Context: an optimization exercise on an open-source flow, tuned for small area and a short achievable clock period. The choices shown serve that exercise and are no tape-out recipe. The RTL was checked by simulation tests, not by an equivalence proof against the original design. No activity file was given, so power comes from the tool's default toggle rates.

==> flow/config.mk <==
export PLATFORM = sky130hd
export DESIGN_NAME = FP_Adder
export DESIGN_NICKNAME = FP_Adder
export VERILOG_FILES = /design/flow/design.v
export SDC_FILE = /design/flow/constraint.sdc
export NUM_CORES = 4
export LEC_CHECK = 0
export CAP_MARGIN = 20
export CORE_MARGIN = 2
export CORE_UTILIZATION = 40
export SLEW_MARGIN = 20
==> flow/constraint.sdc <==
create_clock -name core_clock -period 16.0 [get_ports {clk}]
set_input_delay 3.2000 -clock core_clock [delete_from_list [all_inputs] [get_ports {clk}]]
set_output_delay 3.2000 -clock core_clock [all_outputs]
set_load 0.01 [all_outputs]
==> flow/design.v <==
`timescale 1ns / 1ps
module gen_register( clk, rst, data_in, data_out, write_en  );
	parameter WORD_SIZE = 32 ; 
	input wire clk, rst, write_en;
	input wire [WORD_SIZE-1:0] data_in;
	output reg [WORD_SIZE-1:0] data_out;	
always @ (posedge rst or posedge clk ) begin
	if ( rst ) begin
		data_out <= { WORD_SIZE {1'b0} };
	end else begin
		if(write_en)
			data_out <= data_in;
	end
end
endmodule
`timescale 1ns / 1ps
module fp_adder_stage1#(parameter FP_SIZE = 32,parameter FRAC_SIZE = 23)
		(
		N1,
		N2,
		significand_1,
		shifted_significand_2,
		exponent_1,
		exponent_2,
		exponent_difference,
		sign_bit,
		num_1,
		num_2
    );
	input wire [FP_SIZE-1:0] N1;
	input wire [FP_SIZE-1:0] N2;
	output reg [(FP_SIZE-FRAC_SIZE-1)-1:0] exponent_1;
	output reg [(FP_SIZE-FRAC_SIZE-1)-1:0] exponent_2;
	output reg [(FP_SIZE-FRAC_SIZE-1)-1:0] exponent_difference;
	output reg [FRAC_SIZE:0] significand_1;
	output reg [FRAC_SIZE:0] shifted_significand_2;
	output reg sign_bit;
	output reg [FP_SIZE-1:0] num_1;  
	output reg [FP_SIZE-1:0] num_2;  
	reg [FRAC_SIZE:0] significand_2;
	 always@(*)begin
		significand_2='d0;
		if (N2[30:23] > N1[30:23]) begin
			num_1=N2;
			num_2=N1;
		end else begin
			num_1=N1;
			num_2=N2;
		end
		exponent_1 = num_1[30:23];
		exponent_2 = num_2[30:23];
		significand_1[22:0]=num_1[22:0];
		significand_2[22:0]=num_2[22:0];
		if (exponent_1 == 'd0) begin
			significand_1[23] = 1'b0;
		end else begin
			significand_1[23] = 1'b1;
		end
		if (exponent_2 == 'd0) begin
			significand_2[23] = 1'b0;
		end else begin
			significand_2[23] = 1'b1;
		end
		exponent_difference = $signed(exponent_1) - $signed(exponent_2);
		if(exponent_difference[7]==1'b1)begin
			exponent_difference=~exponent_difference;
			exponent_difference=exponent_difference+8'b00000001;
		end
		shifted_significand_2 = significand_2 >> exponent_difference;
		if (shifted_significand_2>significand_1) begin
			sign_bit=num_2[FP_SIZE-1];
		end else begin
			sign_bit=num_1[FP_SIZE-1];
		end
		if (num_1[FP_SIZE-1] != num_2[FP_SIZE-1]) begin
			shifted_significand_2 = ~ shifted_significand_2;
			shifted_significand_2 = shifted_significand_2 + 'd1;
		end
	 end
endmodule
`timescale 1ns / 1ps
module fp_adder_stage2#(parameter FP_SIZE = 32,parameter FRAC_SIZE = 23)
(
	num_1,
	num_2,
	exponent_1,
	exponent_2,
	significand_1,
	significand_2,
	result_significand,
	carryout);
	input wire [FP_SIZE-1:0] num_1;
	input wire [FP_SIZE-1:0] num_2;
	input wire [(FP_SIZE-FRAC_SIZE-1)-1:0] exponent_1;
	input wire [(FP_SIZE-FRAC_SIZE-1)-1:0] exponent_2;
	input wire [FRAC_SIZE:0] significand_1;
	input wire [FRAC_SIZE:0] significand_2;
	output reg [FRAC_SIZE:0] result_significand;
	output reg carryout;
	always@(*) begin
		carryout='d0;
		{carryout,result_significand} = {1'b0, significand_1} + {1'b0, significand_2};
		if((num_1[FP_SIZE-1] != num_2[FP_SIZE-1]) && result_significand[FRAC_SIZE]==1'b1 && carryout==1'b0) begin
			result_significand=~result_significand;
			result_significand=result_significand+24'd1;
		end
	end
endmodule
`timescale 1ns / 1ps
module fp_adder_stage3#(parameter FP_SIZE = 32,parameter FRAC_SIZE = 23)
(
		num_1,
		num_2,
		carryout,
		sign_bit,
		exponent_1,
		significand,
		result,
		zero
    );
	input wire [FP_SIZE-1:0] num_1;
	input wire [FP_SIZE-1:0] num_2;
	output reg [FP_SIZE-1:0] result;
	input wire [FRAC_SIZE:0] significand;
	input wire [(FP_SIZE-FRAC_SIZE-1)-1:0] exponent_1;
	input wire carryout;
	input wire sign_bit;
	output reg zero;
	integer i; 
	reg [FRAC_SIZE:0] c_significand;
	reg [(FP_SIZE-FRAC_SIZE-1)-1:0] left_shift;
	reg [(FP_SIZE-FRAC_SIZE-1)-1:0] exponent;
	always@(*) begin
		zero=1'b1;  
		left_shift='d0;
		exponent='d0;
		c_significand=significand;
		if ((num_1[FP_SIZE-1]==num_2[FP_SIZE-1]) && carryout==1'b1) begin
			c_significand=c_significand>>1;
			c_significand[FRAC_SIZE]=1'b1;
			left_shift=-'d1;
			zero=1'b0;
		end else begin
			for(i=0;i<=24;i=i+1) begin
				if(c_significand[FRAC_SIZE]!=1'b1) begin 
					c_significand=c_significand<<1;
					left_shift=left_shift+'d1;
				end else begin
					zero=1'b0;
				end
			end
		end
		c_significand[FRAC_SIZE]=sign_bit;  
		if (zero) begin
			exponent='d0;
		end else begin 
			exponent=exponent_1-left_shift;
		end
		if (zero) begin
			result='d0;
		end else begin
			result={c_significand[FRAC_SIZE],exponent,c_significand[FRAC_SIZE-1:0]};
		end
	end
endmodule
`timescale 1ns / 1ps
module FP_Adder 
	#(
		parameter FP_SIZE = 32,
		parameter FRAC_SIZE = 23,
		parameter EXP_SIZE = 8
	)
	(
		input clk,
		input rst,
		input enable,
		input[FP_SIZE-1:0]  N1,
		input[FP_SIZE-1:0]  N2,
		input wire valid,
		output reg[FP_SIZE-1:0] result
	);
	wire [FRAC_SIZE:0] stg1_significand_1;
	wire [FRAC_SIZE:0] stg1_significand_2;
	wire [(FP_SIZE-FRAC_SIZE-1)-1:0] stg1_exponent_1;
	wire [(FP_SIZE-FRAC_SIZE-1)-1:0] stg1_exponent_2;
	wire [(FP_SIZE-FRAC_SIZE-1)-1:0] stg1_exponent_difference;
	wire stg1_sign_bit;
	wire [FP_SIZE-1:0] stg1_num_1;
	wire [FP_SIZE-1:0] stg1_num_2;
	reg [FP_SIZE-1:0] c_N1;
	reg [FP_SIZE-1:0] c_N2;
	wire[FRAC_SIZE:0] stg2_result_significand;
	wire stg2_carryout;
	wire [FP_SIZE-1:0] stg3_result;
	wire stg3_zero;
		wire [23:0] rb11_out;	 
		wire [23:0] rb12_out;	 
		wire [7:0] 	rb13_out;	 
		wire [7:0] 	rb14_out;	 
		wire [7:0] 	rb15_out;	 
		wire [31:0] rb16_out;	 
		wire [31:0] rb17_out;	 
		wire 			rb18_out;	 
		wire [31:0] rb21_out; 	 
		wire [31:0] rb22_out;	 
		wire [23:0] rb23_out;	 
		wire 			rb24_out;	 
		wire 			rb25_out;	 
		wire [7:0] rb26_out;		 
		wire [31:0] rb31_out;	 
		wire 			rb32_out;	 
	always@(*) begin
		if(valid) begin
			c_N1 = N1;
			c_N2 = N2;
		end else begin
			c_N1='d0;
			c_N2='d0;
		end
	end
	fp_adder_stage1 #(FP_SIZE,FRAC_SIZE) stage_1 
		(
		.N1(c_N1),
		.N2(c_N2),
		.significand_1(stg1_significand_1),
		.shifted_significand_2(stg1_significand_2),
		.exponent_1(stg1_exponent_1),
		.exponent_2(stg1_exponent_2),
		.exponent_difference(stg1_exponent_difference),
		.sign_bit(stg1_sign_bit),
		.num_1(stg1_num_1),
		.num_2(stg1_num_2)
    );
	gen_register #(24) rb11 (.clk(clk),
									.rst(rst),
									.write_en(enable),
									.data_in(stg1_significand_1),
									.data_out(rb11_out));
	gen_register #(24) rb12 (.clk(clk),
									.rst(rst),
									.write_en(enable),
									.data_in(stg1_significand_2),
									.data_out(rb12_out));
	gen_register #(8) rb13 (.clk(clk),
									.rst(rst),
									.write_en(enable),
									.data_in(stg1_exponent_1),
									.data_out(rb13_out));
	gen_register #(8) rb14 (.clk(clk),
									.rst(rst),
									.write_en(enable),
									.data_in(stg1_exponent_2),
									.data_out(rb14_out));
	gen_register #(8) rb15 (.clk(clk),
									.rst(rst),
									.write_en(enable),
									.data_in(stg1_exponent_difference),
									.data_out(rb15_out));
	gen_register #(32) rb16 (.clk(clk),
									.rst(rst),
									.write_en(enable),
									.data_in(stg1_num_1),
									.data_out(rb16_out));
	gen_register #(32) rb17 (.clk(clk),
									.rst(rst),
									.write_en(enable),
									.data_in(stg1_num_2),
									.data_out(rb17_out));
	gen_register #(1) rb18 (.clk(clk),
									.rst(rst),
									.write_en(enable),
									.data_in(stg1_sign_bit),
									.data_out(rb18_out));
	 fp_adder_stage2 #(FP_SIZE,FRAC_SIZE) stage_2
	 (
	 .num_1(rb16_out),
		.num_2(rb17_out),
		.exponent_1(rb13_out),
		.exponent_2(rb14_out),
		.significand_1(rb11_out),
		.significand_2(rb12_out),
		.result_significand(stg2_result_significand),
		.carryout(stg2_carryout));
	gen_register #(32) rb21 (.clk(clk),
									.rst(rst),
									.write_en(enable),
									.data_in(rb16_out),
									.data_out(rb21_out));
	gen_register #(32) rb22 (.clk(clk),
									.rst(rst),
									.write_en(enable),
									.data_in(rb17_out),
									.data_out(rb22_out));
	gen_register #(24) rb23 (.clk(clk),
									.rst(rst),
									.write_en(enable),
									.data_in(stg2_result_significand),
									.data_out(rb23_out));
	gen_register #(1) rb24 (.clk(clk),
									.rst(rst),
									.write_en(enable),
									.data_in(rb18_out),
									.data_out(rb24_out));
	gen_register #(1) rb25 (.clk(clk),
									.rst(rst),
									.write_en(enable),
									.data_in(stg2_carryout),
									.data_out(rb25_out));
	gen_register #(8) rb26(.clk(clk),
									.rst(rst),
									.write_en(enable),
									.data_in(rb13_out),
									.data_out(rb26_out));
	fp_adder_stage3 #(FP_SIZE,FRAC_SIZE) stage3
	(
		.num_1(rb21_out),
		.num_2(rb22_out),
		.carryout(rb25_out),
		.sign_bit(rb24_out),
		.exponent_1(rb26_out),
		.significand(rb23_out),
		.result(stg3_result),
		.zero(stg3_zero)
    );
	gen_register #(32) rb31(.clk(clk),
									.rst(rst),
									.write_en(enable),
									.data_in(stg3_result),
									.data_out(rb31_out));
	gen_register #(1) rb32(.clk(clk),
									.rst(rst),
									.write_en(enable),
									.data_in(stg3_zero),
									.data_out(rb32_out));
	always@(posedge clk or posedge rst) begin
		if(rst) begin
			result<='d0;
		end else begin
			result<=rb31_out;
		end
	end
endmodule 
==> flow/run.sh <==
#!/bin/bash
# synth_recipe.tcl (not shown) runs the flow's synth.tcl, then flattens the netlist and writes it again
# the make line also repeats each setting of config.mk as NAME=value (left out here)
make -C /OpenROAD-flow-scripts/flow DESIGN_CONFIG=/design/flow/config.mk WORK_HOME=/design/flow/orfs CLKGATE_MAP_FILE= SYNTH_SCRIPT=/design/flow/synth_recipe.tcl finish
==> results.cfg <==
[critical_path]
timing.rr.start = rb23.data_out[22]
required_ns = 16.30
crit_start = rb23.data_out[22]
reg2reg_slack_ns = 1.17
r2r-end = rb31.data_out[30]
reg2reg_depth = 73
critical_path_class = flop to flop
slowest_stage = dfrtp_4
crit_arrival_ns = 15.13
crit_top_cell = ha_1
slowest_delay_ns = 0.53
start_kind = flop
cp-end-kind = flop
path_max_fanout = 12
critPathCapture = rb31.data_out[30]

[clocking]
cts_sinks = 159
clk_pin_slew_ns = 0.07
cts_buffers = 17
cts_root_buf = clkbuf_16
cts_hold_buffers = 0
cts_tree = done
clk_path_buf_depth = 2
htreeDepth = 4
clock_latency_ns = 0.46

[timing]
whs_ns = 0.373
finalClockSkew_ns = 0.0154
finalCritPeriodShare_pct = 92.7
max-slew-margin-rel_pct = 30.1
fin_crit_ns = 14.83
final_max_slew_viol_count = 0
worst-slew-pin-transition_ns = 1.04
setup_ws_ns = 1.17
fin_tns_setup_ns = 0
grt_setup_unrepaired = false
fmax_mhz = 67.4
setup-violations-final = 0
hold_viol = 0

[synthesis]
synthAdderAreaFrac_pct = 6.84
synth_compound_area_share_pct = 21.0
muxShareOfSynthArea_pct = 14.4
synth-simple-area-share_pct = 21.4
avgSynthCellArea_um2 = 8.03
synth-main-ff-cell = dfrtp_1
ys_types = 107
netlist.area_leader.share_pct = 22.6
synth_nets = 2353
synth_area_leaders = dfrtp_1 23%, mux2i_1 7.7%, ha_1 6.3%, mux2_2 5.4%, nor2_1 4.5%
synth_top_family_by_area = simple AND/OR/NAND/NOR gates
synthXorXnorAreaFrac_pct = 8.56
ys_top_cells_by_count = 211 x nor2_1, 194 x nand2_1, 159 x dfrtp_1
async_reset_ff_share_pct = 100
synth_area_um2 = 17600
syn_inst = 2194
synth_edf_count = 0
synth_seq_cells = 159
synth_top_cell_by_area = dfrtp_1
yosysWarnings = 8
yosysMostFrequentCell = nor2_1
yosysSeqAreaShare_pct = 22.6

[die]
fp.dieH_um = 214
start_util_pct = 40.7
fp.dieW_um = 214
die-area_um2 = 45700
io_pins = 100
coreArea_um2 = 43300
fp-row-count = 76

[pwr]
irDropWorstVdd_mv = 0.112
powerDensity_nw_per_um2 = 193
p_leak_nw = 8.47

[final_layout]
fillers = 4362
nNetsFinal = 2389
final_area_um2 = 19800
multiInputGateArea_um2 = 12700
syn2layout_area_growth_pct = 12.4
drive_gt1_share_pct = 11.1
ff_latch_area_um2 = 3980
n_antenna_cell = 0
final_util_pct = 45.7

[grt]
grt_use_total_pct = 23.1
grt_pass1_vias = 15865
antenna_found_initial = 1
grt_start_max_net_pins = 101
grt.overflow.total = 0
grt_first_pass_wirelength_um = 83900

[route]
drc = 0
dr.pass1.iters = 5
vias = 16427
post_drt_wl_per_cell_um = 18.4
drt_iter0_drc = 1176
via_per_inst = 5.81
ant_nets = 0
finalWirelength_um = 51900

[placed_design]
place.gp.congestion = 0.903
pre_cts_slack_ns = 0.475
numPortBuffers = 99
placed_area_um2 = 19100
dp.final_hpwl_um = 39900

[run_status]
status = timing/DRC/antenna clean

[run]
maxCapViolations = 0

[worst_hold_path]
hp-class = flop to flop
power by group:
part	leakage (nW)	internal [mW]	switching [mW]
combinational	6.26	1.09	1.59
sequential	1.92	0.554	0.155
clock	0.285	0.233	0.185
total	8.47	1.88	1.93
final cells by class:
type,count,area share [%]
clock buffers,19,2.19
clock inverters,13,0.759
inverters,109,2.11
multi-input cells,1800,64.4
flip-flops and latches,159,20.1
well taps,585,3.70
repair buffers,143,6.66
through the flow:
| step | total power, mW | instances |
|---|---|---|
| after global routing | 4.13 | 2828 |
| after global placement | 3.27 | 2782 |
| final | 3.81 | 2828 |
| after floorplan | 2.58 | 2194 |
| after detailed placement | 3.30 | 2782 |
| after CTS | 3.74 | 2814 |
worst min-delay path by stage:
stage                       from          to  slack (ns)  depth (start not counted)
2_1_floorplan  rb31.data_out[12]  result[12]        0.35                          0
3_3_place_gp    rb31.data_out[9]   result[9]        0.36                          0
3_5_place_dp   rb31.data_out[11]  result[11]        0.36                          0
4_1_cts        rb31.data_out[11]  result[11]        0.37                          0
5_1_grt        rb31.data_out[11]  result[11]        0.38                          0
6_report       rb31.data_out[11]  result[11]        0.37                          0
kinds of logic after synthesis:
kind of cell	Yosys count
adder cells (fa/ha/maj)	96
buffers and inverters	235
flip-flops	159
AO/OA/AOI/OAI	564
XOR/XNOR	145
multiplexers	232
AND/OR/NAND/NOR	763
cells in the final DEF, fill, tap and decap left out, types with 50 or more instances in the layout:
cell type	n
a21oi_1	150
clkdlybuf4s50_1	97
dfrtp_1	157
ha_1	89
inv_1	105
mux2_2	84
mux2i_1	135
nand2_1	194
nand3_1	63
nor2_1	210
o21ai_0	111
xnor2_1	73
xor2_1	50
critical path: cells and delay by family (launching register included):
family,cells,cell delay [ns]
buffers and inverters,6,0.63
xor gates and xnor gates,2,0.34
AOI/OAI and AO/OA,21,3.45
muxes,9,1.73
DFF,1,0.53
adders and majority gates,22,6.83
and+or+nand+nor,13,1.09
timing repair:
action,4_1_cts,5_1_grt
gates resized for setup,0,9
setup endpoints to repair,0,5
buffers inserted,0,14
flip-flops by register name (all words and copies together) (netlist names):
signal and cells:
rb17.data_out 1, rb22.data_out 1, rb18.data_out 1, rb24.data_out 1, rb21.data_out 9, result 32, rb23.data_out 24, rb31.data_out 32
rb16.data_out 2, rb12.data_out 24, rb25.data_out 1, rb11.data_out 24, rb13.data_out 7
per-layer routing:
layer | global-route usage (%) | share of wire [%] | vias to the layer above
li1 | - | - | 8012
met1 | 30.3 | 45 | 7860
met2 | 38.2 | 47 | 465
met3 | 2.89 | 4.4 | 90
met4 | 9.67 | 3.7 | 0
met5 | 0 | 0 | -

==> afterwards: timing with drivers on the ports <==
In the flow no input, the clock included, has a driving cell. The finished layout below was timed again as built, in two steps.
Step 1 sets driving cells, clkbuf_16 on the clock port and buf_2 on the other inputs (assumed; they add their load-dependent delay and slew).
Step 2 moves the port delays by t, midway between the first and last clock arrival at a register: inputs arrive t later, outputs are due t later. That takes back most of the time a late clock gives input paths.
Three values: ideal, step 1, step 2; two values: the first two.
t, ns: 0.511
slack for setup (ns): 1.168 / 1.168 / 1.168
hold slack, ns: 0.373 / 0.373 / 0.373
After both steps this run still meets setup and hold. The setup slack of this run moves by 0.000 ns with the drivers and by 0.000 ns with both steps.
